Background: an optimization exercise with open tools, aiming at small area. Do not read the settings as production practice.
Only simulation tests tie the RTL to the original design; equivalence was not proved.
Power figures rest on the tool's default switching activity, not on a simulated workload.

==> design.v <==
module mst_fifo_io (
  input wire HRST_N,
  input wire SRST_N,
  input wire MLTCN,  
  input wire STREN,  
  input wire ERDIS,  
  input wire [3:0] MST_RD_N,	 
  input wire [3:0] MST_WR_N,    
  input wire R_OOB,
  input wire W_OOB, 
  input wire CLK,
  input wire [31:0] DATA_I,
  input wire [3:0]  BE_I,
  output wire [31:0] DATA_O,
  output wire [3:0]  BE_O,
  output wire DT_OE_N,
  output wire BE_OE_N,
  input wire RXF_N,   	 
  input wire TXE_N,
  output wire WR_N,     
  output wire SIWU_N,
  output wire RD_N,
  output wire OE_N,
  output wire [3:0] debug_sig,
  output wire [3:0] seq_err, 
  input wire [31:0] tp_data,
  input wire [3:0]  tp_be,
  input wire tp_dt_oe_n,
  input wire tp_be_oe_n,
  input wire tp_siwu_n,
  input wire tp_wr_n,      
  input wire tp_rd_n,
  input wire tp_oe_n,
  input wire [3:0] tp_debug_sig,  
  input wire [3:0] tp_seq_err, 
  output wire [31:0] tc_data,
  output wire [3:0]  tc_be,
  output wire tc_rst_n,
  output wire tc_clk,
  output wire tc_txe_n,
  output wire tc_rxf_n,
  output wire tc_mltcn,
  output wire tc_stren,
  output wire tc_erdis,  
  output wire tc_r_oob,
  output wire tc_w_oob,  
  output wire [3:0] tc_mst_rd_n,
  output wire [3:0] tc_mst_wr_n
);
  assign tc_clk 	= CLK; 
  assign tc_data  	= DATA_I;
  assign tc_be  	= BE_I;
  assign DATA_O 	= tp_data;
  assign BE_O 		= tp_be;
  assign DT_OE_N	= tp_dt_oe_n;
  assign BE_OE_N	= tp_be_oe_n;
  assign tc_txe_n 	= TXE_N;
  assign tc_rxf_n 	= RXF_N;
  assign SIWU_N  	= tp_siwu_n;
  assign WR_N 		= tp_wr_n;
  assign RD_N    	= tp_rd_n;
  assign OE_N    	= tp_oe_n;
  assign tc_rst_n 		= SRST_N & HRST_N; 
  assign tc_mltcn		= MLTCN;
  assign tc_stren		= STREN;
  assign tc_erdis		= ERDIS;  
  assign tc_r_oob		= R_OOB; 
  assign tc_w_oob		= W_OOB; 
  assign tc_mst_rd_n		= MST_RD_N;
  assign tc_mst_wr_n		= MST_WR_N;
  assign debug_sig		= tp_debug_sig;	
  assign seq_err		= tp_seq_err;
endmodule 
module mst_fifo_fsm (
  input  rst_n,
  input  clk,
  input  txe_n,
  input  rxf_n,
  input  [31:0] idata,
  input  [3:0]  ibe,
  input  mltcn,
  input  stren,
  input  r_oob,
  input  w_oob,  
  input  [3:0] mst_rd_n,
  input  [3:0] mst_wr_n,
  output  reg [31:0] odata,
  output  reg [3:0]  obe,
  output  reg dt_oe_n,
  output  reg be_oe_n,
  output  wire siwu_n,
  output  reg wr_n,    
  output  reg rd_n,
  output  reg oe_n,
  output  [3:0] tp_debug_sig,  
  output  ch0_vld,
  output  ch1_vld,
  output  ch2_vld,
  output  ch3_vld,
  output  [31:0] chk_data,
  input	  [3:0] chk_err,  
  input  [3:0] ififoafull,  
  input  [3:0] ififonempt, 
  output  ififowr,
  output  [ 1:0] ififowrid,
  output  [35:0] ififo_wdat,
  output wire prefena,
  output wire prefreq,
  output wire prefmod,
  output wire [1:0] prefchn,
  input [ 3:0]  prefnempt, 
  input [35:0]  prefdout
);
  localparam IDLE	= 4'b0001;
  localparam MTRD	= 4'b0010;
  localparam MDLE	= 4'b0100;
  localparam MTWR	= 4'b1000;
  reg [3:0] nxt_state, cur_stap1, cur_stap2, cur_stap3, cur_stap4;
  wire [3:0] cur_state;  
  assign tp_debug_sig[3:0] 	= 4'b1010; 
  assign siwu_n		= 1'b1;
  wire [3:0] imst_rd_n;
  wire [3:0] imst_wr_n;
  reg  [3:0] mst_rd_n_p1;
  reg  [3:0] mst_wr_n_p1;
  reg  [3:0] mst_rd_n_p2;
  reg  [3:0] mst_wr_n_p2;
  reg        mst_wr_n_p3;
  reg        mst_wr_n_p4;
  wire [3:0] ibuf_ful;
  wire [3:0] ibuf_nep;
  reg  [1:0] ichannel;
  reg  [36:0] remain[3:0]; 
  reg  [31:0] odata_p1;
  reg  [31:0] odata_p2;
  reg  [3:0]  obe_p1;
  reg  [3:0]  obe_p2;
  reg  rxf_n_p1;
  reg  rxf_n_p2;
  reg  txe_n_p1; 
  reg  w_oob_p1;
  reg  w_oob_p2;
  reg  r_oob_p1;
  reg  r_oob_p2;
  reg  r_oob_p3;
  reg  w_1byte;
  reg  w_1flag; 
  assign imst_rd_n = mst_rd_n_p2;
  assign imst_wr_n = mst_wr_n_p2;
  assign ibuf_ful  = ififoafull; 
  assign ibuf_nep  = ififonempt | prefnempt | {remain[3][36],remain[2][36],remain[1][36],remain[0][36]};
  reg [3:0] irxf_n;
  reg [3:0] itxe_n;
  always @ (posedge clk or negedge rst_n)
  begin
    if (~rst_n)
    begin 
      irxf_n	<=	4'hf;
      itxe_n 	<=	4'hf;
    end 
    else if (((cur_stap2 == IDLE) || (cur_stap2 == MDLE)) && (!txe_n) && wr_n)
      begin
        irxf_n    <= mltcn ? idata[15:12] : {3'b111,rxf_n}; 
        itxe_n    <= mltcn ? idata[11:8]  : {3'b111,txe_n}; 
      end
  end
  always @ (posedge clk or negedge rst_n)
  begin
    if (~rst_n)
      w_1byte <= 1'b0;
    else if (r_oob_p2 & (!r_oob_p3))
      w_1byte <= 1'b1;
    else if (w_1byte && (cur_stap1 == IDLE) && (cur_stap2 == MTWR))
      w_1byte <= 1'b0;
    else if (!r_oob_p2)
      w_1byte <= 1'b0; 
  end 
  always @ (posedge clk or negedge rst_n)
  begin
    if (~rst_n)
      w_1flag <= 1'b0;
    else if (!r_oob_p2) 
      w_1flag <= 1'b0;
    else if (w_1byte & (cur_stap2 == MTWR))
      w_1flag <= 1'b1;
  end 
  reg [3:0] ifsm_cond;
  wire r_oobe;
  assign r_oobe = r_oob_p2 | ((!mltcn) & (!wr_n) & (obe != 4'hF)); 
  always @ (posedge clk or negedge rst_n)
  begin
    if (~rst_n)
      ifsm_cond <= 4'h0;
    else if (!mltcn)
    begin
      ifsm_cond[0] <= (cur_stap1 == IDLE) & (!imst_rd_n[0]) & (!rxf_n)& (!ibuf_ful[0]); 
      ifsm_cond[1] <= (cur_state == MTRD) & ( imst_rd_n[0]  | (rxf_n  & (!rxf_n_p1))  | ibuf_ful[0]) ; 
      ifsm_cond[2] <= (cur_state == MDLE) & (!imst_wr_n[0]) & (!txe_n)& (ibuf_nep[0]  | stren | w_1byte) & (!w_1flag);
      ifsm_cond[3] <= (cur_stap3 == MTWR) & ( imst_wr_n[0]  | (txe_n  & (!txe_n_p1))  | r_oobe |
		                            ((!ififonempt[0]) & (!stren) & (!prefnempt[0]))) ; 
    end 
    else 
    begin 
      ifsm_cond[0] <= (!imst_rd_n[ichannel]) & (!irxf_n[ichannel])  & (!ibuf_ful[ichannel]) & (cur_stap3 == IDLE); 
      ifsm_cond[1] <= ( imst_rd_n[ichannel]  | (rxf_n & (!rxf_n_p1))|   ibuf_ful[ichannel]) & (cur_state == MTRD); 
      ifsm_cond[2] <= (!imst_wr_n[ichannel]) & (!itxe_n[ichannel])  & (ibuf_nep[ichannel] | stren) & (cur_stap3 == MDLE);
      ifsm_cond[3] <= ( imst_wr_n[ichannel]  | (rxf_n & (!rxf_n_p1))| 
			((!ififonempt[ichannel]) & (!stren) & (!prefnempt[ichannel]))) & (cur_stap3 == MTWR); 
    end 
  end 
  always @ (posedge clk, negedge rst_n)
  begin
    if (~rst_n) begin
      cur_stap1 <= IDLE;
      cur_stap2 <= IDLE;
      cur_stap3 <= IDLE;
      cur_stap4 <= IDLE;
    end
    else begin
      cur_stap1 <= cur_state;
      cur_stap2 <= cur_stap1; 
      cur_stap3 <= cur_stap2; 
      cur_stap4 <= cur_stap3; 
    end
  end
  assign cur_state = nxt_state;
  always @ (posedge clk, negedge rst_n) 
  begin
    if (~rst_n)
      nxt_state <= IDLE;
    else if (chk_err != 4'b0000)
      nxt_state <= MDLE;
    else 
      case (cur_state)
        IDLE : nxt_state <= ifsm_cond[0] ? MTRD : (((cur_stap4 == IDLE) & (cur_stap3 == IDLE)  & 
                                                 (cur_stap2 == IDLE) & (cur_stap1 == IDLE)) ? MDLE : IDLE); 
        MTRD : nxt_state <= ifsm_cond[1] ? MDLE : MTRD;
        MDLE : nxt_state <= ifsm_cond[2] ? MTWR : (((cur_stap4 == MDLE) & (cur_stap3 == MDLE)  & 
                                                 (cur_stap2 == MDLE) & (cur_stap1 == MDLE)) ? IDLE : MDLE); 
        MTWR : nxt_state <= (ifsm_cond[3] | (r_oobe & (!wr_n))) ? IDLE : MTWR; 
      endcase
  end
  always @ (posedge clk or negedge rst_n)
  begin 
    if (~rst_n) 
      ichannel <= 2'b00;
    else if (!mltcn)
      ichannel <= 2'b00;
    else if ((cur_stap1 == IDLE) & (cur_stap2 != IDLE))
      ichannel <= ichannel + 1'b1; 
  end 
reg  [31:0] rdata;
reg  [3:0] rbe; 
reg  rvalid;
wire [31:0] wdata;
wire [3:0] wbe; 
  always @ (posedge clk or negedge rst_n)
  begin
    if (~rst_n)
    begin 
      odata	<= 32'hFFFF_FFFF;
      obe	<=  4'hF;
    end
    else if ((cur_state == MTWR) || (cur_stap1 == MTWR)) 
      if (!mltcn) 
      begin
        odata <= r_oobe ? 32'h0000_0036 : (remain[0][36] ? remain[0][31:0]  : wdata[31:0]);
        obe   <= r_oobe ? 4'h1          : (remain[0][36] ? remain[0][35:32] : wbe);
      end 
      else 
      begin 
        if ((cur_stap1 != MTWR) | (cur_stap2 != MTWR))
        begin 
          odata[31:16] <= 16'hffff; 
          odata[15:8]  <= odata[15:8];
          odata[7:0]   <= {6'b000000,ichannel} + 1'b1; 
          obe          <= 4'h1;
        end 
        else 
        begin
          odata <= remain[ichannel][36] ? remain[ichannel][31:0]  : wdata[31:0];
          obe   <= remain[ichannel][36] ? remain[ichannel][35:32] : wbe;
        end 
      end 
    else if ((cur_state == MTRD) & mltcn)
      begin 
        odata[31:16] <= 16'hffff; 
        odata[15:8]  <= odata[15:8];
        odata[7:0]   <= {6'b000000,ichannel} + 1'b1; 
        obe	     <= 4'h0;
      end  
    else if ((cur_stap2 == IDLE) | (cur_stap2 == MDLE)) 
    begin 
      odata	<= 32'hFFFF_FFFF;
      obe	<=  4'hF;
    end
  end
  always @ (posedge clk or negedge rst_n)
  begin
    if (~rst_n)
    begin 
      rdata     <= 'b0;
      rbe	<= 'b0; 
      rvalid    <= 'b0; 
    end
    else if (cur_stap1 == MTRD)
    begin
      rdata 	<= idata;
      rbe	<= ibe;
      if (mltcn)
        rvalid	<= (rxf_n | wr_n) ? 1'b0 : 1'b1;
      else    
        rvalid 	<= (rxf_n | rd_n) ? 1'b0 : (!w_oob_p2);   
    end  
    else 
    begin 
      rdata     <= 'b0;
      rbe	<= 'b0; 
      rvalid    <= 'b0; 
    end
  end 
  always @ (posedge clk or negedge rst_n)
  begin
    if (~rst_n)
    begin 
      dt_oe_n	<= 'b1;
      be_oe_n 	<= 'b1;
      wr_n	<= 'b1;     
      rd_n	<= 'b1; 
      oe_n	<= 'b1;
    end
    else
    begin  
      if ((cur_state == IDLE) || (cur_state == MDLE)) 
      begin 
        dt_oe_n	<= mltcn; 
        be_oe_n	<= 'b0;
        wr_n	<= 'b1;     
        rd_n	<= 'b1; 
        oe_n	<= 'b1;
      end
      else if (cur_state == MTRD)
        if (!mltcn) 
        begin
          dt_oe_n 	<= 'b1;
          be_oe_n 	<= 'b1;
          wr_n		<= 'b1;     
          rd_n		<= (rxf_n_p1 | oe_n) ? 1'b1 : 1'b0; 
          oe_n		<=  rxf_n_p1         ? 1'b1 : 1'b0; 
        end
        else
        begin
          be_oe_n 	<= !(cur_stap1 == IDLE);  
          wr_n		<= (rxf_n_p1 & (!rxf_n_p2)) ? 1'b1 : ((cur_stap1 == IDLE)?  1'b0 : wr_n); 
          rd_n		<= 1'b1; 
          oe_n		<= 1'b1;  
        end
      else if (cur_state == MTWR) 
        if (!mltcn) 
        begin
      	  dt_oe_n	<= 1'b0; 
      	  be_oe_n 	<= 1'b0;
          if ((cur_stap3 == MTWR) && (cur_stap4 == MDLE)) 
            wr_n        <= 1'b0; 
          else if (((!prefnempt[0]) & (!stren)) | r_oobe | txe_n)
	    wr_n 	<= 1'b1;
      	  rd_n		<= 'b1; 
      	  oe_n		<= 'b1;
        end 
        else 
        begin 
          dt_oe_n	<= wr_n;  
          be_oe_n 	<= 1'b0;
          if (rxf_n_p1 & (!rxf_n_p2))
            wr_n	<= 1'b1;
          else if (cur_stap1 == MDLE)
            wr_n	<= 1'b0;
          else if ((!rxf_n_p1) & (((!stren) & (!prefnempt[ichannel])) | ifsm_cond[3])) 
            wr_n	<= 1'b1;
          rd_n		<= 1'b1; 
          oe_n		<= 1'b1; 
        end 
    end 
  end
  wire readburst;
  reg  readburst_p1; 
  wire rd245;
  wire rd600; 
  wire rema600;
  assign rd245 = (!mltcn) && (!txe_n) && (prefnempt[0] | stren) && (!r_oobe) && (cur_stap3 == MTWR) 
                          && (!remain[0][36]) && (!mst_wr_n_p4) && prefena;  
  assign rd600 =   mltcn  && (!wr_n) && (prefnempt[ichannel] | stren) && (cur_stap3 == MTWR); 
  assign rema600 = (!remain[ichannel][36]) & (cur_stap2 == MTWR) & (cur_stap3 != MTWR) & mltcn;
  assign readburst  = rd245 | rd600;
  always @ (posedge clk or negedge rst_n)
  begin
    if (~rst_n)
      begin
        remain[0] <= 37'd0;
        remain[1] <= 37'd0;
        remain[2] <= 37'd0;
        remain[3] <= 37'd0;
      end
    else if ((cur_stap3 == MTWR) && (cur_stap4 == MDLE) && (!mltcn))
      remain[ichannel] <= 37'd0;
    else if ((cur_stap2 == MTWR) && (cur_stap3 == MDLE) && mltcn)
      remain[ichannel] <= 37'd0;
    else if ((!wr_n & txe_n    & readburst_p1 & !mltcn)  |
             ( wr_n & rxf_n_p1 & readburst_p1 & mltcn )  | 
             (!wr_n & rxf_n_p1 & readburst_p1 & mltcn )) 
      remain[ichannel] <= {1'b1,obe_p2,odata_p2};
    else if ((!wr_n & !rxf_n_p1 & !readburst    & mltcn) |
             ( wr_n & !rxf_n_p1 &  readburst_p1 & mltcn))
      remain[ichannel] <= {1'b1,obe,odata};
  end
  always @ (posedge clk or negedge rst_n)
  begin 
    if (~rst_n) 
    begin 
      readburst_p1<= 1'b0;
      rxf_n_p1	  <= 1'b1;
      rxf_n_p2    <= 1'b1;
      txe_n_p1	  <= 1'b1;
      w_oob_p1    <= 1'b0;
      w_oob_p2    <= 1'b0;
      r_oob_p1    <= 1'b0;
      r_oob_p2    <= 1'b0;
      r_oob_p3    <= 1'b0;
      odata_p1    <= 32'h0;
      odata_p2    <= 32'h0;
      obe_p1      <= 4'h0;
      obe_p2      <= 4'h0;
      mst_rd_n_p1 <= 4'hF;
      mst_wr_n_p1 <= 4'hF;
      mst_rd_n_p2 <= 4'hF;
      mst_wr_n_p2 <= 4'hF;
      mst_wr_n_p3 <= 1'b1;
      mst_wr_n_p4 <= 1'b1;
    end 
    else
    begin 
      readburst_p1<= readburst;
      rxf_n_p1    <= rxf_n; 
      rxf_n_p2    <= rxf_n_p1;
      txe_n_p1    <= txe_n; 
      w_oob_p1    <= w_oob;		
      w_oob_p2    <= w_oob_p1;
      r_oob_p1    <= r_oob;		
      r_oob_p2    <= r_oob_p1;
      r_oob_p3    <= r_oob_p2;
      odata_p1    <= odata;
      odata_p2    <= odata_p1;
      obe_p1      <= obe;
      obe_p2      <= obe_p1;
      mst_rd_n_p1 <= mst_rd_n;
      mst_wr_n_p1 <= mst_wr_n;
      mst_rd_n_p2 <= mst_rd_n_p1;
      mst_wr_n_p2 <= mst_wr_n_p1;
      mst_wr_n_p3 <= mst_wr_n_p2[0];
      mst_wr_n_p4 <= mst_wr_n_p3;
    end 
  end
assign ch0_vld = rvalid & stren & (ichannel == 2'b00);
assign ch1_vld = rvalid & stren & (ichannel == 2'b01) & mltcn;
assign ch2_vld = rvalid & stren & (ichannel == 2'b10) & mltcn;
assign ch3_vld = rvalid & stren & (ichannel == 2'b11) & mltcn;
assign chk_data= rdata;
assign prefena = (cur_state == MTWR);
assign prefreq = readburst | rema600;
assign prefmod = stren;
assign prefchn = ichannel;
assign wdata   = prefdout[31:0];
assign wbe     = prefdout[35:32];
assign ififowr  	= rvalid & (!stren);
assign ififowrid 	= ichannel;
assign ififo_wdat 	= {rbe,rdata}; 
endmodule 
module mst_fifo_ctl #(
  parameter CAW = 3,           
  parameter AW  = CAW + 2      
  ) ( 
  input  clk,
  input  rst_n,
  input  mltcn, 
  input  fiford,    
  input  [1:0] fifordid,  
  input  fifowr,
  input  [1:0] fifowrid,     
  output reg [3:0] fifoafull,  
  output wire [3:0] fifonempt,  
  input  [35:0] fifo_din,
  output wire [35:0] fifo_dout, 
  output  wire mem_we,           
  output  wire [AW-1:0] mem_a,     
  output  wire [35:0] mem_d,	 
  input   wire [35:0] mem_q	 
  );
wire mem_re;
reg [AW-1:0] wrcnt0;
reg [CAW-1:0] wrcnt1;
reg [CAW-1:0] wrcnt2;
reg [CAW-1:0] wrcnt3;
reg [CAW-1:0] wrcnt;
reg [AW-1:0] rdcnt0;
reg [CAW-1:0] rdcnt1;
reg [CAW-1:0] rdcnt2;
reg [CAW-1:0] rdcnt3;
reg [CAW-1:0] rdcnt;
wire [AW-1:0] mem_wa;
assign      mem_wa = mltcn ? {fifowrid,wrcnt} : wrcnt0;
wire [AW-1:0] mem_ra;
assign      mem_ra = mltcn ? {fifordid,rdcnt} : rdcnt0;
always @ (*)  
  begin 
  case (fifowrid)
    2'b00: wrcnt = wrcnt0[CAW-1:0];
    2'b01: wrcnt = wrcnt1;
    2'b10: wrcnt = wrcnt2;
    2'b11: wrcnt = wrcnt3;
  endcase
  end  
always @ (*)  
  begin 
  case (fifordid)
    2'b00: rdcnt = rdcnt0[CAW-1:0];
    2'b01: rdcnt = rdcnt1;
    2'b10: rdcnt = rdcnt2;
    2'b11: rdcnt = rdcnt3;
  endcase
  end 
assign mem_a = mem_we ? mem_wa : mem_ra;
assign mem_d = fifo_din;
assign fifo_dout = mem_q; 
always @(posedge clk or negedge rst_n)
  begin
  if(!rst_n)
    wrcnt0 <= {AW{1'b0}};   
  else if (mem_we & (fifowrid == 2'b00)) 
    wrcnt0 <= wrcnt0 + 1'b1;
  end
always @(posedge clk or negedge rst_n)
  begin
  if(!rst_n)
    wrcnt1 <= {CAW{1'b0}};   
  else if (mem_we & (fifowrid == 2'b01)) 
    wrcnt1 <= wrcnt1 + 1'b1;
  end
always @(posedge clk or negedge rst_n)
  begin
  if(!rst_n)
    wrcnt2 <= {CAW{1'b0}};   
  else if (mem_we & (fifowrid == 2'b10)) 
    wrcnt2 <= wrcnt2 + 1'b1;
  end
always @(posedge clk or negedge rst_n)
  begin
  if(!rst_n)
    wrcnt3 <= {CAW{1'b0}};   
  else if (mem_we & (fifowrid == 2'b11)) 
    wrcnt3 <= wrcnt3 + 1'b1;
  end
always @(posedge clk or negedge rst_n)
  begin
  if(!rst_n)
    rdcnt0 <= {AW{1'b0}};   
  else if (mem_re & (fifordid == 2'b00)) 
    rdcnt0 <= rdcnt0 + 1'b1;
  end
always @(posedge clk or negedge rst_n)
  begin
  if(!rst_n)
    rdcnt1 <= {CAW{1'b0}};   
  else if (mem_re & (fifordid == 2'b01)) 
    rdcnt1 <= rdcnt1 + 1'b1;
  end
always @(posedge clk or negedge rst_n)
  begin
  if(!rst_n)
    rdcnt2 <= {CAW{1'b0}};   
  else if (mem_re & (fifordid == 2'b10)) 
    rdcnt2 <= rdcnt2 + 1'b1;
  end
always @(posedge clk or negedge rst_n)
  begin
  if(!rst_n)
    rdcnt3 <= {CAW{1'b0}};   
  else if (mem_re & (fifordid == 2'b11)) 
    rdcnt3 <= rdcnt3 + 1'b1;
  end
wire [3:0] fifofull;
wire full;
assign full  =   fifofull[fifowrid];
wire notempty;
assign notempty    =   fifonempt[fifordid];
assign mem_we      =   fifowr & (!full);
assign mem_re      =   fiford & (notempty);
reg [AW:0] fifolen0;
reg [CAW:0] fifolen1;
reg [CAW:0] fifolen2;
reg [CAW:0] fifolen3;
assign fifonempt[0] = |fifolen0;
assign fifonempt[1] = |fifolen1;
assign fifonempt[2] = |fifolen2;
assign fifonempt[3] = |fifolen3; 
assign fifofull[0] = mltcn ? fifolen0[CAW] : fifolen0[AW];
assign fifofull[1] = mltcn ? fifolen1[CAW] : 1'b0;
assign fifofull[2] = mltcn ? fifolen2[CAW] : 1'b0; 
assign fifofull[3] = mltcn ? fifolen3[CAW] : 1'b0; 
always @ (posedge clk or negedge rst_n)
  begin 
    if (!rst_n) 
      fifolen0 <= {(AW+1){1'b0}};
    else if (mem_we & (fifowrid == 2'b00))
      fifolen0 <= fifolen0 + 1'b1;
    else if (mem_re & (fifordid == 2'b00))
      fifolen0 <= fifolen0 - 1'b1;
  end 
always @ (posedge clk or negedge rst_n)
  begin 
    if (!rst_n) 
      fifolen1 <= {(CAW+1){1'b0}};
    else if (mem_we & (fifowrid == 2'b01))
      fifolen1 <= fifolen1 + 1'b1;
    else if (mem_re & (fifordid == 2'b01))
      fifolen1 <= fifolen1 - 1'b1;
  end 
always @ (posedge clk or negedge rst_n)
  begin 
    if (!rst_n) 
      fifolen2 <= {(CAW+1){1'b0}};
    else if (mem_we & (fifowrid == 2'b10))
      fifolen2 <= fifolen2 + 1'b1;
    else if (mem_re & (fifordid == 2'b10))
      fifolen2 <= fifolen2 - 1'b1;
  end 
always @ (posedge clk or negedge rst_n)
  begin 
    if (!rst_n) 
      fifolen3 <= {(CAW+1){1'b0}};
    else if (mem_we & (fifowrid == 2'b11))
      fifolen3 <= fifolen3 + 1'b1;
    else if (mem_re & (fifordid == 2'b11))
      fifolen3 <= fifolen3 - 1'b1;
  end 
always @ (posedge clk or negedge rst_n)
  begin 
    if (!rst_n)
      fifoafull <= 4'h0;
    else if (mltcn) 
      begin
      fifoafull[0] <= (fifolen0 >= (1 << CAW) - 5);
      fifoafull[1] <= (fifolen1 >= (1 << CAW) - 5);
      fifoafull[2] <= (fifolen2 >= (1 << CAW) - 5);
      fifoafull[3] <= (fifolen3 >= (1 << CAW) - 5);
      end
    else  
      begin
      fifoafull[0] <= (fifolen0 >= (1 << AW) - 5);
      fifoafull[1] <= 1'b0;
      fifoafull[2] <= 1'b0; 
      fifoafull[3] <= 1'b0;
      end
  end 
endmodule
module mst_sp_ram #(
  parameter AW = 5,
  parameter DW = 36
  ) (
  input  wire [AW-1:0] address,
  input  wire          clock,
  input  wire [DW-1:0] data,
  input  wire          wren,
  output wire [DW-1:0] q
);
  reg [DW-1:0] mem [0:(1<<AW)-1];
  reg [AW-1:0] addr_r;
  always @(posedge clock)
  begin
    if (wren)
      mem[address] <= data;
    addr_r <= address;
  end
  assign q = mem[addr_r];
endmodule
module mst_data_gen (
  input rst_n, 
  input clk,
  input bus16,
  input ch0_req,
  input ch1_req,
  input ch2_req,
  input ch3_req,
  output reg [31:0] ch0_dat,
  output reg [31:0] ch1_dat,
  output reg [31:0] ch2_dat,
  output reg [31:0] ch3_dat 
);
  always @ (posedge clk or negedge rst_n)
  begin
    if (!rst_n)
        ch0_dat <= 32'hFFFF_FFFF;
    else if (ch0_req)  
      if (bus16) 
            ch0_dat <= (&ch0_dat[15:0]) ? 32'h0000_0000 : {16'h0000,ch0_dat[15:0] + 1'b1};
      else  
            ch0_dat <= (&ch0_dat) ? 32'h0000_0000 : ch0_dat + 1'b1;
  end 
  always @ (posedge clk or negedge rst_n)
  begin
    if (!rst_n)
        ch1_dat <= 32'hFFFF_FFFF;
    else if (ch1_req)  
      if (bus16) 
            ch1_dat <= (&ch1_dat[15:0]) ? 32'h0000_0000 : {16'h0000,ch1_dat[15:0] + 1'b1};
      else  
            ch1_dat <= (&ch1_dat) ? 32'h0000_0000 : ch1_dat + 1'b1;
  end 
  always @ (posedge clk or negedge rst_n)
  begin
    if (!rst_n)
        ch2_dat <= 32'hFFFF_FFFF;
    else if (ch2_req)  
      if (bus16) 
            ch2_dat <= (&ch2_dat[15:0]) ? 32'h0000_0000 : {16'h0000,ch2_dat[15:0] + 1'b1};
      else  
            ch2_dat <= (&ch2_dat) ? 32'h0000_0000 : ch2_dat + 1'b1;
  end 
  always @ (posedge clk or negedge rst_n)
  begin
    if (!rst_n)
        ch3_dat <= 32'hFFFF_FFFF;
    else if (ch3_req)  
      if (bus16) 
            ch3_dat <= (&ch3_dat[15:0]) ? 32'h0000_0000 : {16'h0000,ch3_dat[15:0] + 1'b1};
      else  
            ch3_dat <= (&ch3_dat) ? 32'h0000_0000 : ch3_dat + 1'b1;
  end
endmodule 
module mst_data_chk (
  input  rst_n, 
  input  clk,
  input  bus16,
  input  erdis, 
  input  ch0_vld,
  input  ch1_vld,
  input  ch2_vld,
  input  ch3_vld,
  input  [31:0] rdata,
  output wire [3:0] seq_err 
);
  reg [31:0] cmp0_dat;
  reg [31:0] cmp1_dat;
  reg [31:0] cmp2_dat;
  reg [31:0] cmp3_dat;
  reg cmp0_err;
  reg cmp1_err;
  reg cmp2_err;
  reg cmp3_err;
  assign seq_err = {cmp3_err,cmp2_err,cmp1_err,cmp0_err} & {4{!erdis}};
  always @ (posedge clk or negedge rst_n)
  begin
    if (!rst_n)
      begin 
        cmp0_dat <= 32'h0000_0000;
        cmp0_err <= 1'b0;
      end 
    else if (ch0_vld & (!cmp0_err) & (!erdis))
      if (bus16) 
        if (rdata[15:0] == cmp0_dat[15:0])
          begin  
            cmp0_dat <= (&cmp0_dat[15:0]) ? 32'h0000_0000 : {16'h0000,cmp0_dat[15:0] + 1'b1};
            cmp0_err <= 1'b0;
          end 
        else
          begin 
            cmp0_dat <= cmp0_dat;
            cmp0_err <= 1'b1;
          end 
      else  
        if (rdata == cmp0_dat)
          begin  
            cmp0_dat <= (&cmp0_dat) ? 32'h0000_0000 : cmp0_dat + 1'b1;
            cmp0_err <= 1'b0;
          end 
        else
          begin 
            cmp0_dat <= cmp0_dat;
            cmp0_err <= 1'b1;
          end
  end 
  always @ (posedge clk or negedge rst_n)
  begin
    if (!rst_n)
      begin 
        cmp1_dat <= 32'h0000_0000;
        cmp1_err <= 1'b0;
      end 
    else if (ch1_vld & (!cmp1_err) & (!erdis)) 
      if (bus16) 
        if (rdata[15:0] == cmp1_dat[15:0])
          begin  
            cmp1_dat <= (&cmp1_dat[15:0]) ? 32'h0000_0000 : {16'h0000,cmp1_dat[15:0] + 1'b1};
            cmp1_err <= 1'b0;
          end 
        else
          begin 
            cmp1_dat <= cmp1_dat;
            cmp1_err <= 1'b1;
          end 
      else  
        if (rdata == cmp1_dat)
          begin  
            cmp1_dat <= (&cmp1_dat) ? 32'h0000_0000 : cmp1_dat + 1'b1;
            cmp1_err <= 1'b0;
          end 
        else
          begin 
            cmp1_dat <= cmp1_dat;
            cmp1_err <= 1'b1;
          end
  end 
  always @ (posedge clk or negedge rst_n)
  begin
    if (!rst_n)
      begin 
        cmp2_dat <= 32'h0000_0000;
        cmp2_err <= 1'b0;
      end 
    else if (ch2_vld & (!cmp2_err) & (!erdis)) 
      if (bus16) 
        if (rdata[15:0] == cmp2_dat[15:0])
          begin  
            cmp2_dat <= (&cmp2_dat[15:0]) ? 32'h0000_0000 : {16'h0000,cmp2_dat[15:0] + 1'b1};
            cmp2_err <= 1'b0;
          end 
        else
          begin 
            cmp2_dat <= cmp2_dat;
            cmp2_err <= 1'b1;
          end 
      else  
        if (rdata == cmp2_dat)
          begin  
            cmp2_dat <= (&cmp2_dat) ? 32'h0000_0000 : cmp2_dat + 1'b1;
            cmp2_err <= 1'b0;
          end 
        else
          begin 
            cmp2_dat <= cmp2_dat;
            cmp2_err <= 1'b1;
          end
  end 
  always @ (posedge clk or negedge rst_n)
  begin
    if (!rst_n)
      begin 
        cmp3_dat <= 32'h0000_0000;
        cmp3_err <= 1'b0;
      end 
    else if (ch3_vld & (!cmp3_err) & (!erdis)) 
      if (bus16) 
        if (rdata[15:0] == cmp3_dat[15:0])
          begin  
            cmp3_dat <= (&cmp3_dat[15:0]) ? 32'h0000_0000 : {16'h0000,cmp3_dat[15:0] + 1'b1};
            cmp3_err <= 1'b0;
          end 
        else
          begin 
            cmp3_dat <= cmp3_dat;
            cmp3_err <= 1'b1;
          end 
      else  
        if (rdata == cmp3_dat)
          begin  
            cmp3_dat <= (&cmp3_dat) ? 32'h0000_0000 : cmp3_dat + 1'b1;
            cmp3_err <= 1'b0;
          end 
        else
          begin 
            cmp3_dat <= cmp3_dat;
            cmp3_err <= 1'b1;
          end
  end 
endmodule 
module mst_pre_fet 
    (
     clk,
     rst_n,
     rxf_n,
     mltcn,
     wr_n,
     prefena,        
     prefreq,        
     prefmod,	     
     prefchn,	     
     prefnempt,      
     prefdout,       
     ififord,        
     ifnempt,        
     ififodat,       
     gen0req,         
     gen1req,         
     gen2req,         
     gen3req,         
     gen0dat,         
     gen1dat,         
     gen2dat,         
     gen3dat          
     );
parameter ADDRBIT = 2;
parameter LENGTH  = 4;
parameter WIDTH   = 36;
input clk;
input rst_n;
input rxf_n;
input mltcn;
input wr_n;
input prefena;      
input prefreq;      
input prefmod;	    
input [1:0]  prefchn;
output[3:0]  prefnempt;      
output[WIDTH -1:0]  prefdout;      
output ififord;
input [3:0] ifnempt;
input [WIDTH -1:0] ififodat; 
output gen0req;
output gen1req;
output gen2req;
output gen3req;
input[WIDTH-5:0]  gen0dat; 
input[WIDTH-5:0]  gen1dat; 
input[WIDTH-5:0]  gen2dat; 
input[WIDTH-5:0]  gen3dat; 
reg     [WIDTH-1:0]     pref_dat0 [LENGTH-1:0];
reg     [WIDTH-1:0]     pref_dat1 [LENGTH-1:0];
reg     [WIDTH-1:0]     pref_dat2 [LENGTH-1:0];
reg     [WIDTH-1:0]     pref_dat3 [LENGTH-1:0];
reg     [ADDRBIT:0]     pref_len0;
reg     [ADDRBIT:0]     pref_len1;
reg     [ADDRBIT:0]     pref_len2;
reg     [ADDRBIT:0]     pref_len3;
reg     [ADDRBIT-1:0]   wrcnt0;
reg     [ADDRBIT-1:0]   wrcnt1;
reg     [ADDRBIT-1:0]   wrcnt2;
reg     [ADDRBIT-1:0]   wrcnt3;
wire    [3:0] prefnempt; 
assign  prefnempt[0]    =   (pref_len0!={1'b0,{ADDRBIT{1'b0}}});
assign  prefnempt[1]    =   (pref_len1!={1'b0,{ADDRBIT{1'b0}}});
assign  prefnempt[2]    =   (pref_len2!={1'b0,{ADDRBIT{1'b0}}});
assign  prefnempt[3]    =   (pref_len3!={1'b0,{ADDRBIT{1'b0}}});
wire    [3:0] preffull;
assign  preffull[0]    =   (pref_len0[ADDRBIT]);
assign  preffull[1]    =   (pref_len1[ADDRBIT]);
assign  preffull[2]    =   (pref_len2[ADDRBIT]);
assign  preffull[3]    =   (pref_len3[ADDRBIT]);
wire    prefwr; 
wire    write;
assign  write       =   (prefwr & !preffull[prefchn]);
reg wr_n_p1;
always @(posedge clk or negedge rst_n)
begin
  if (~rst_n)
    wr_n_p1	<= 1'b0;
  else
    wr_n_p1 <= wr_n;
end
reg wr_start;
always @(posedge clk or negedge rst_n)
begin
  if (~rst_n)
    wr_start <= 1'b0;
  else if (!wr_n && wr_n_p1)
    wr_start <= 1'b1;
  else
    wr_start <= 1'b0;
end
wire    rd245;
wire    rd600;
assign  rd245       =   prefreq & prefnempt[prefchn];
assign  rd600       =   (!rxf_n | (wr_start & prefreq)) & prefnempt[prefchn];
wire    [ADDRBIT-1:0]   rdcnt0;
wire    [ADDRBIT-1:0]   rdcnt1;
wire    [ADDRBIT-1:0]   rdcnt2;
wire    [ADDRBIT-1:0]   rdcnt3;
assign  rdcnt0       =   wrcnt0 - pref_len0[ADDRBIT-1:0];
assign  rdcnt1       =   wrcnt1 - pref_len1[ADDRBIT-1:0];
assign  rdcnt2       =   wrcnt2 - pref_len2[ADDRBIT-1:0];
assign  rdcnt3       =   wrcnt3 - pref_len3[ADDRBIT-1:0];
integer     i;
reg [WIDTH-1:0] prefdat0 [LENGTH-1:0];
reg [WIDTH-1:0] prefdat1 [LENGTH-1:0];
reg [WIDTH-1:0] prefdat2 [LENGTH-1:0];
reg [WIDTH-1:0] prefdat3 [LENGTH-1:0];
reg [WIDTH-1:0] prefdin; 
always @(posedge clk or negedge rst_n)
begin
  if(!rst_n) 
    for(i=0; i<LENGTH; i=i+1)
    begin 
      prefdat0[i]      <= {WIDTH{1'b0}};
      prefdat1[i]      <= {WIDTH{1'b0}};
      prefdat2[i]      <= {WIDTH{1'b0}};
      prefdat3[i]      <= {WIDTH{1'b0}};
    end 
  else if(write)
    case (prefchn) 
      2'b00 :  prefdat0[wrcnt0] <= prefdin;
      2'b01 :  prefdat1[wrcnt1] <= prefdin;
      2'b10 :  prefdat2[wrcnt2] <= prefdin;
      2'b11 :  prefdat3[wrcnt3] <= prefdin;
    endcase 
end
always @(posedge clk or negedge rst_n)
begin
  if(!rst_n) 
  begin
    wrcnt0 <= {ADDRBIT{1'b0}};
    wrcnt1 <= {ADDRBIT{1'b0}};
    wrcnt2 <= {ADDRBIT{1'b0}};
    wrcnt3 <= {ADDRBIT{1'b0}};
  end 
  else if(write)
    case (prefchn)
      2'b00:  wrcnt0 <= wrcnt0 + 1'b1;
      2'b01:  wrcnt1 <= wrcnt1 + 1'b1;
      2'b10:  wrcnt2 <= wrcnt2 + 1'b1;
      2'b11:  wrcnt3 <= wrcnt3 + 1'b1;
    endcase
end  
always @(posedge clk or negedge rst_n)
begin
  if(!rst_n) pref_len0  <= {1'b0,{ADDRBIT{1'b0}}};
  else if ((prefchn == 2'b00) && !mltcn)
    case({rd245,write})
      2'b01:   pref_len0 <= pref_len0 + 1'b1;
      2'b10:   pref_len0 <= pref_len0 - 1'b1;
      default: pref_len0 <= pref_len0;
    endcase
  else if (prefchn == 2'b00)
    case({rd600,write})
      2'b01:   pref_len0 <= pref_len0 + 1'b1;
      2'b10:   pref_len0 <= pref_len0 - 1'b1;
      default: pref_len0 <= pref_len0;
    endcase
end
always @(posedge clk or negedge rst_n)
begin
  if(!rst_n) pref_len1  <= {1'b0,{ADDRBIT{1'b0}}};
  else if ((prefchn == 2'b01) && !mltcn)
    case({rd245,write})
      2'b01:   pref_len1 <= pref_len1 + 1'b1;
      2'b10:   pref_len1 <= pref_len1 - 1'b1;
      default: pref_len1 <= pref_len1;
    endcase
  else if (prefchn == 2'b01)
    case({rd600,write})
      2'b01:   pref_len1 <= pref_len1 + 1'b1;
      2'b10:   pref_len1 <= pref_len1 - 1'b1;
      default: pref_len1 <= pref_len1;
    endcase
end
always @(posedge clk or negedge rst_n)
begin
  if(!rst_n) pref_len2  <= {1'b0,{ADDRBIT{1'b0}}};
  else if ((prefchn == 2'b10) && !mltcn)
    case({rd245,write})
      2'b01:   pref_len2 <= pref_len2 + 1'b1;
      2'b10:   pref_len2 <= pref_len2 - 1'b1;
      default: pref_len2 <= pref_len2;
    endcase
  else if (prefchn == 2'b10)
    case({rd600,write})
      2'b01:   pref_len2 <= pref_len2 + 1'b1;
      2'b10:   pref_len2 <= pref_len2 - 1'b1;
      default: pref_len2 <= pref_len2;
    endcase
end
always @(posedge clk or negedge rst_n)
begin
  if(!rst_n) pref_len3  <= {1'b0,{ADDRBIT{1'b0}}};
  else if ((prefchn == 2'b11) && !mltcn)
    case({rd245,write})
      2'b01:   pref_len3 <= pref_len3 + 1'b1;
      2'b10:   pref_len3 <= pref_len3 - 1'b1;
      default: pref_len3 <= pref_len3;
    endcase
  else if (prefchn == 2'b11)
    case({rd600,write})
      2'b01:   pref_len3 <= pref_len3 + 1'b1;
      2'b10:   pref_len3 <= pref_len3 - 1'b1;
      default: pref_len3 <= pref_len3;
    endcase
end
wire [WIDTH-1:0] pref_dout[3:0];
assign pref_dout[0] = prefdat0[rdcnt0]; 
assign pref_dout[1] = prefdat1[rdcnt1]; 
assign pref_dout[2] = prefdat2[rdcnt2]; 
assign pref_dout[3] = prefdat3[rdcnt3];
wire [WIDTH-1:0] prefdout;  
assign prefdout = pref_dout[prefchn];
wire[3:0] prenotful; 
assign prenotful[0] = (pref_len0 < 3);
assign prenotful[1] = (pref_len1 < 3);
assign prenotful[2] = (pref_len2 < 3);
assign prenotful[3] = (pref_len3 < 3);
wire datareq;
wire ififord;  
assign datareq = prefena && prenotful[prefchn] && (ifnempt[prefchn] | prefmod) ;
assign ififord = datareq && (!prefmod);  
reg datareq_p1;
always @(posedge clk or negedge rst_n)
begin
  if(!rst_n) 
    datareq_p1 <= 1'b0;
  else
    datareq_p1 <= datareq; 
end
assign prefwr = datareq_p1;
always @(*)  
begin 
  if (!prefmod)
    prefdin = ififodat; 
  else 
    case (prefchn)
      2'b00: prefdin = {4'hf,gen0dat};
      2'b01: prefdin = {4'hf,gen1dat}; 
      2'b10: prefdin = {4'hf,gen2dat}; 
      2'b11: prefdin = {4'hf,gen3dat}; 
    endcase 
end 
wire gen0req;
wire gen1req;
wire gen2req;
wire gen3req;
assign gen0req = datareq & (prefchn == 2'b00) & prefmod; 
assign gen1req = datareq & (prefchn == 2'b01) & prefmod; 
assign gen2req = datareq & (prefchn == 2'b10) & prefmod; 
assign gen3req = datareq & (prefchn == 2'b11) & prefmod;
endmodule 
module mst_fifo_top (
  input wire HRST_N,
  input wire MLTCN,  
  input wire STREN,  
  input wire ERDIS,  
  input wire R_OOB,
  input wire W_OOB,  
  input wire WAKEUP_N, 
  input wire CLK,
  input wire [31:0] DATA_I,   
  input wire [3:0]  BE_I,
  output wire [31:0] DATA_O,  
  output wire [3:0]  BE_O,
  output wire DT_OE_N,        
  output wire BE_OE_N,        
  input wire RXF_N,     
  input wire TXE_N,
  output wire WR_N,     
  output wire SIWU_N,
  output wire RD_N,
  output wire OE_N,
  output wire [3:0] debug_sig,
  output wire [3:0] STRER
);
  assign debug_sig[0]   = WAKEUP_N; 
  assign debug_sig[3:1] = 3'b101;
  wire [31:0] tp_data;
  wire [3:0]  tp_be;
  wire tp_dt_oe_n;
  wire tp_be_oe_n;
  wire tp_siwu_n;
  wire tp_wr_n;      
  wire tp_rd_n;
  wire tp_oe_n;
  wire [3:0] tp_debug_sig;
  wire [3:0] tp_seq_err;
  wire [31:0] tc_data;
  wire [3:0]  tc_be;
  wire tc_rst_n;
  wire tc_clk;
  wire tc_txe_n;
  wire tc_rxf_n;
  wire tc_mltcn;
  wire tc_stren;
  wire tc_bus16;
  wire tc_erdis;
  wire tc_r_oob;
  wire tc_w_oob;
  wire [3:0] tc_mst_rd_n;
  wire [3:0] tc_mst_wr_n; 
  mst_fifo_io i0_io (
    .HRST_N	(HRST_N),
    .SRST_N	(1'b1),
    .MLTCN	(MLTCN), 
    .STREN	(STREN), 
    .ERDIS	(ERDIS), 
    .MST_RD_N	(4'h0),   
    .MST_WR_N	(4'h0), 
    .R_OOB	(R_OOB), 
    .W_OOB	(W_OOB), 
    .CLK		(CLK),
    .DATA_I	(DATA_I),
    .BE_I	(BE_I),
    .DATA_O	(DATA_O),
    .BE_O	(BE_O),
    .DT_OE_N	(DT_OE_N),
    .BE_OE_N	(BE_OE_N),
    .RXF_N	(RXF_N),   
    .TXE_N	(TXE_N),
    .WR_N	(WR_N),
    .SIWU_N	(SIWU_N),
    .RD_N	(RD_N),
    .OE_N	(OE_N),
    .debug_sig	(),  
    .seq_err	(STRER),
    .tp_data	(tp_data),
    .tp_be	(tp_be),
    .tp_dt_oe_n	(tp_dt_oe_n),
    .tp_be_oe_n	(tp_be_oe_n),
    .tp_siwu_n	(tp_siwu_n),
    .tp_wr_n	(tp_wr_n),   
    .tp_rd_n	(tp_rd_n),
    .tp_oe_n	(tp_oe_n),
    .tp_debug_sig(tp_debug_sig),
    .tp_seq_err	(tp_seq_err),
    .tc_data	(tc_data),
    .tc_be	(tc_be),
    .tc_rst_n	(tc_rst_n),
    .tc_clk	(tc_clk),
    .tc_txe_n	(tc_txe_n),
    .tc_rxf_n	(tc_rxf_n),
    .tc_mltcn	(tc_mltcn),
    .tc_stren	(tc_stren),
    .tc_erdis	(tc_erdis),
    .tc_r_oob	(tc_r_oob),
    .tc_w_oob	(tc_w_oob),
    .tc_mst_rd_n(tc_mst_rd_n),
    .tc_mst_wr_n(tc_mst_wr_n) 
  );
  wire ch0_vld;
  wire ch1_vld;
  wire ch2_vld;
  wire ch3_vld;
  wire [31:0] chk_data;
  wire ch0_req;
  wire ch1_req;
  wire ch2_req;
  wire ch3_req;
  wire [31:0] ch0_dat;
  wire [31:0] ch1_dat;
  wire [31:0] ch2_dat;
  wire [31:0] ch3_dat;
  wire ififord;
  wire ififowr;
  wire [1:0] ififowrid;
  wire [3:0] ififoafull;
  wire [3:0] ififonempt;
  wire [35:0] ififo_wdat;
  wire [35:0] ififo_rdat;
  wire prefena;
  wire prefreq;
  wire prefmod;
  wire[ 1:0]  prefchn;
  wire[ 3:0]  prefnempt;
  wire[35:0]  prefdout; 
  mst_fifo_fsm i1_fsm (
    .rst_n	(tc_rst_n),
    .clk		(tc_clk),
    .txe_n	(tc_txe_n),
    .rxf_n	(tc_rxf_n),
    .idata	(tc_data),
    .ibe		(tc_be),
    .mltcn	(tc_mltcn),
    .stren	(tc_stren),
    .r_oob	(tc_r_oob),
    .w_oob	(tc_w_oob),
    .mst_rd_n	(tc_mst_rd_n),
    .mst_wr_n	(tc_mst_wr_n), 
    .odata	(tp_data),
    .obe		(tp_be),
    .dt_oe_n(tp_dt_oe_n),
    .be_oe_n(tp_be_oe_n),
    .siwu_n	(tp_siwu_n),
    .wr_n	(tp_wr_n),
    .rd_n	(tp_rd_n),
    .oe_n	(tp_oe_n),
    .tp_debug_sig(tp_debug_sig),
    .ch0_vld	(ch0_vld),
    .ch1_vld	(ch1_vld),
    .ch2_vld	(ch2_vld),
    .ch3_vld	(ch3_vld),
    .chk_data	(chk_data),
    .chk_err	(tp_seq_err),
    .ififoafull	(ififoafull),
    .ififonempt	(ififonempt),
    .ififowr	(ififowr),
    .ififowrid	(ififowrid),
    .ififo_wdat	(ififo_wdat),
    .prefena   (prefena),
    .prefreq   (prefreq),
    .prefmod   (prefmod),
    .prefchn   (prefchn),
    .prefnempt (prefnempt),
    .prefdout  (prefdout)
  );
   mst_pre_fet i2_pref (
    .clk      (tc_clk),
    .rst_n    (tc_rst_n),
    .rxf_n    (tc_rxf_n),
    .mltcn    (tc_mltcn),
    .wr_n     (tp_wr_n),
    .prefena  (prefena),    
    .prefreq  (prefreq),    
    .prefmod  (prefmod),
    .prefchn  (prefchn),       
    .prefnempt(prefnempt),     
    .prefdout (prefdout),     
    .ififord  (ififord),
    .ifnempt  (ififonempt),    
    .ififodat (ififo_rdat),  
    .gen0req  (ch0_req),  
    .gen1req  (ch1_req), 
    .gen2req  (ch2_req),
    .gen3req  (ch3_req),
    .gen0dat  (ch0_dat),
    .gen1dat  (ch1_dat),
    .gen2dat  (ch2_dat),
    .gen3dat  (ch3_dat) 
     );
  wire chk_rst_n;
  assign chk_rst_n = (!tc_w_oob) & tc_rst_n;
  assign tc_bus16  = 1'b0;
  mst_data_chk i3_chk(
    .rst_n	(chk_rst_n),
    .clk	(tc_clk),
    .bus16	(tc_bus16),
    .erdis 	(tc_erdis), 
    .ch0_vld	(ch0_vld),
    .ch1_vld	(ch1_vld),
    .ch2_vld	(ch2_vld),
    .ch3_vld	(ch3_vld),
    .rdata	(chk_data),
    .seq_err	(tp_seq_err) 
  );
  wire gen_rst_n;
  assign gen_rst_n = (!tc_r_oob) & tc_rst_n;
  mst_data_gen i4_gen(
    .rst_n	(gen_rst_n),
    .clk	(tc_clk),
    .bus16	(tc_bus16),
    .ch0_req	(ch0_req),
    .ch1_req	(ch1_req),
    .ch2_req	(ch2_req),
    .ch3_req	(ch3_req),
    .ch0_dat	(ch0_dat),
    .ch1_dat	(ch1_dat),
    .ch2_dat	(ch2_dat),
    .ch3_dat	(ch3_dat)
  ); 
  wire mem_w;       
  wire [4:0] mem_a;
  wire [35:0] mem_d;   
  wire [35:0] mem_q; 
  mst_fifo_ctl i5_ctl(
    .clk	(tc_clk),
    .rst_n	(tc_rst_n),
    .mltcn	(tc_mltcn),
    .fiford	(ififord),
    .fifordid	(prefchn),
    .fifowr	(ififowr),
    .fifowrid	(ififowrid),
    .fifoafull	(ififoafull),
    .fifonempt	(ififonempt),
    .fifo_din	(ififo_wdat),
    .fifo_dout	(ififo_rdat), 
    .mem_we	(mem_w),
    .mem_a	(mem_a),
    .mem_d	(mem_d),
    .mem_q	(mem_q) 
    );
  mst_sp_ram i6_ram (
    .address	(mem_a),
    .clock	(tc_clk),
    .data	(mem_d),
    .wren	(mem_w),
    .q		(mem_q) 
  );
endmodule 
==> run.sh <==
#!/bin/bash
# synth_recipe.tcl (not shown) runs the flow's synth.tcl, then flattens the netlist and writes it again
# the make line also repeats each setting of config.mk as NAME=value (left out here)
make -C /OpenROAD-flow-scripts/flow DESIGN_CONFIG=/design/flow/config.mk WORK_HOME=/design/flow/orfs CLKGATE_MAP_FILE= SYNTH_SCRIPT=/design/flow/synth_recipe.tcl finish
==> config.mk <==
export PLATFORM = sky130hd
export DESIGN_NAME = mst_fifo_top
export DESIGN_NICKNAME = mst_fifo_top
export VERILOG_FILES = /design/flow/design.v
export SDC_FILE = /design/flow/constraint.sdc
export NUM_CORES = 4
export LEC_CHECK = 0
export CAP_MARGIN = 20
export CORE_MARGIN = 2
export CORE_UTILIZATION = 40
export SLEW_MARGIN = 20
==> constraint.sdc <==
create_clock -name core_clock -period 10.0 [get_ports {CLK}]
set_input_delay 2.0000 -clock core_clock [delete_from_list [all_inputs] [get_ports {CLK}]]
set_output_delay 2.0000 -clock core_clock [all_outputs]
set_load 0.01 [all_outputs]
==> impl_metrics.toml <==
[finish]
fin_area_um2 = 117000
areaGrowthSynthToFinish_pct = 12.9
layout.nets = 7872
drive_above_1_share = 0.166

[logic_synthesis]
synth_commonest_cells = "edfxtp_1 (1152), nand2_1 (1116), dfrtp_1 (1067)"
synth_top_area_frac = 0.335
ys_types = 93
synth-edff-count = 1152
yosysSeqAreaShare = 0.642
yosysTopAreaCell = "edfxtp_1"
synth_area_per_cell_um2 = 13.4
ys_warn_count = 11
syn_area_um2 = 103000
ys_async_sr_fraction = 0.521
synth_area_leaders = "edfxtp_1 (33%), dfrtp_1 (26%), mux4_2 (8.8%)"
ys_ff_latch = 2413
yosysMostFrequentCell = "edfxtp_1"
ys.flop_type = "edfxtp_1"
synthCells = 7709

[cts]
root_buffer = "clkbuf_16"
cts.sinks = 2413
clk_latency_ps = 890
cts_buffers = 237
cts.path.max_buffers = 3
cts_tree = "yes"
cts_setup_buffers = 0
cts.clk_slew.worst_paths_ps = 70
cts-resized-gates = 0
htreeDepth = 4
hold_buffers = 0

[worst_hold_path]
hold_depth = 0
hold_start = "i1_fsm.odata_p1[0]"
whs_endpoint = "i1_fsm.odata_p2[0]"
hold_class = "register to register"

[worst_setup_path]
cp.arrival_ps = 6070
reg2reg_from = "i1_fsm.ichannel[0]"
r2r_end = "i2_pref.pref_len1[2]"
reg2reg_depth = 16
critical_path_class = "primary input to register"
worstSetupEndpointType = "register"
cp_max_fo = 28
r2r_slack_ps = 5020
cp.required_ps = 10570
critPathLaunchType = "primary input"

[placement]
dpl_cell_area_um2 = 109000
routabilityCongestion = 0.866
hpwl_um = 186000
port_buffers = 89

[timing]
fmax_mhz = 182
slew_viol_final = 0
finalSetupTns_ps = 0
tightest_slew_ps = 1130
maxSlewHeadroom = 0.238
finalHoldViolCount = 0
fin_crit_sh = 0.550
fin_crit_ps = 5500
clock_skew_ps = 52.3
rsz0062_at_grt = "no"
hold_ws_ps = 338
setup_viol = 0

[route]
vias = 66300
finalWirelength_um = 300000
first_pass_iters = 8
dr.first_iter.drc_count = 7349
vias_per_cell = 5.83
wl_per_cell_um = 26.4
drc = 0
drtAntennaViolNets = 0

[floorplan]
design.portCount = 96
fp.dieArea_um2 = 262000
die_y_um = 512
die_w_um = 512
core_region_area_um2 = 257000
start_util = 0.402
rows = 186

[grt]
grt-ovfl-total = 0
grt_pass1_vias = 65900
grt.total_usage = 0.227
antenna_found_initial = 12
grt_pass1_wl_um = 447000
grt_max_degree = 177

[pwr]
ir_drop_uv = 207
p_leak_nw = 47.7
power_density_nw_per_um2 = 175

[run_status]
status = "complete, no violations"

[flow_run]
drv_cap = 0
[routing by layer]
metal | GRT usage | vias up | share of wire
met4 | 0.0663 | 2 | 0.029
met1 | 0.322 | 34300 | 0.42
li1 | - | 28900 | -
met5 | 0 | - | 0.000043
met3 | 0.0382 | 470 | 0.077
met2 | 0.360 | 2603 | 0.47
[area by class of cell]
type / instances / area (um^2)
Fill cell: 22600 / 140000
Sequential cell: 2413 / 66400
Multi-Input combinational cell: 4735 / 35300
Clock buffer: 328 / 6700
Tap cell: 3384 / 4230
Timing Repair Buffer: 299 / 2570
Clock inverter: 123 / 1280
Inverter: 71 / 268
Antenna cell: 8 / 20.0
[cells by family (layout without fill, tap and decap cells)]
kind of cell,after synthesis,count (layout),share of synthesized area
AO/OA/AOI/OAI,1557,1557,0.0944
other,2,13,0.0000727
multiplexers,590,590,0.106
AND/OR/NAND/NOR,2129,2129,0.0932
buffers and inverters,564,821,0.0220
adder cells (fa/ha/maj),69,69,0.00864
XOR/XNOR,385,385,0.0335
flip-flops,2413,2413,0.642
[flip-flops by register name, summed over array words and instances, names as in the netlist, 144 cells and up, named ones only]
| signal | flops |
|---|---|
| i2_pref.prefdat1 | 144 |
| i6_ram.mem | 1152 |
| i1_fsm.remain | 148 |
| i2_pref.prefdat0 | 144 |
| i2_pref.prefdat2 | 144 |
| i2_pref.prefdat3 | 144 |
[through the flow]
| stage | instances | total power, mW | util | setup slack (ps) |
|---|---|---|---|---|
| 6_report | 11400 | 20.5 | 0.454 | 4500 |
| 5_1_grt | 11400 | 21.1 | 0.454 | 4360 |
| 4_1_cts | 11400 | 20.6 | 0.454 | 4480 |
| 3_5_place_dp | 10900 | 11.5 | 0.423 | 3550 |
| 3_3_place_gp | 10900 | 11.5 | 0.423 | 3450 |
| 2_1_floorplan | 7712 | 11.1 | - | 2520 |
[worst max-delay path by stage]
stage	start	endpoint	cells after the start
after global placement	MLTCN	i6_ram.mem[31][22]	9
after detailed placement	MLTCN	i6_ram.mem[24][16]	9
after global routing	MLTCN	i6_ram.mem[31][31]	10
final	MLTCN	i6_ram.mem[31][2]	10
after floorplan	R_OOB	i4_gen.ch0_dat[0]	1
after CTS	MLTCN	i6_ram.mem[24][5]	9
[placed cells by master, fill, tap and decap left out, drive strengths merged, types with 15 or more instances in the layout]
master,instances
ha,65
xor2,145
nand2b,18
a31oi,29
xnor2,234
dfrtp,1067
or3,31
a22o,148
nor2b,33
buf,213
and2,59
nor3,77
a2111o,15
dfstp,189
mux2i,169
clkbuf,328
a21oi,226
nand3,151
mux4,402
o41ai,17
and4,23
bufinv,23
nand2,1116
edfxtp,1152
a211oi,23
inv,78
o22ai,50
clkdlybuf4s50,86
o21ai,783
mux2,19
a222oi,75
and3,56
nand4,107
nor4,74
clkinv,87
nor2,327
o221ai,47
a21o,15
[power by group]
group	switching (mW)	total, mW	internal (mW)
Combinational	0.584	0.864	0.280
Clock	3.90	9.16	5.26
Sequential	0.0572	10.4	10.4
Total	4.54	20.5	15.9
[critical path, stage by stage]
cell	delay [ps]
buf_2	390
mux2i_1	240
o21ai_0	170
a2111oi_4	380
buf_4	380
mux2i_1	120
o21ai_0	630
nand2_1	700
nor2_4	750
buf_16	250

## afterwards: timing with drivers on the ports
In the flow no input, the clock included, has a driving cell. The finished layout below was timed again as built, in two steps. Step 1 (the two cells are an assumption about what drives the block):
set clk [get_ports {CLK}]
set_driving_cell -lib_cell sky130_fd_sc_hd__clkbuf_16 $clk
set_driving_cell -lib_cell sky130_fd_sc_hd__buf_2 [delete_from_list [all_inputs] $clk]
Step 2, shift: input delay + t, output delay - t, t = (earliest + latest rising clock arrival at the registers) / 2. This alone moves slack from input paths to output paths. Slacks: ideal ports / drivers / drivers and shift; pairs: ideal ports / drivers.
t (ns): 0.951
setup slack, ns: 4.500 / 4.563 / 3.613
worst slew at a driven data input, ns: 0.06
After both steps setup and hold are still met in this run. For this run, drivers alone change the setup slack by +0.063 ns; drivers and shift together by -0.887 ns.
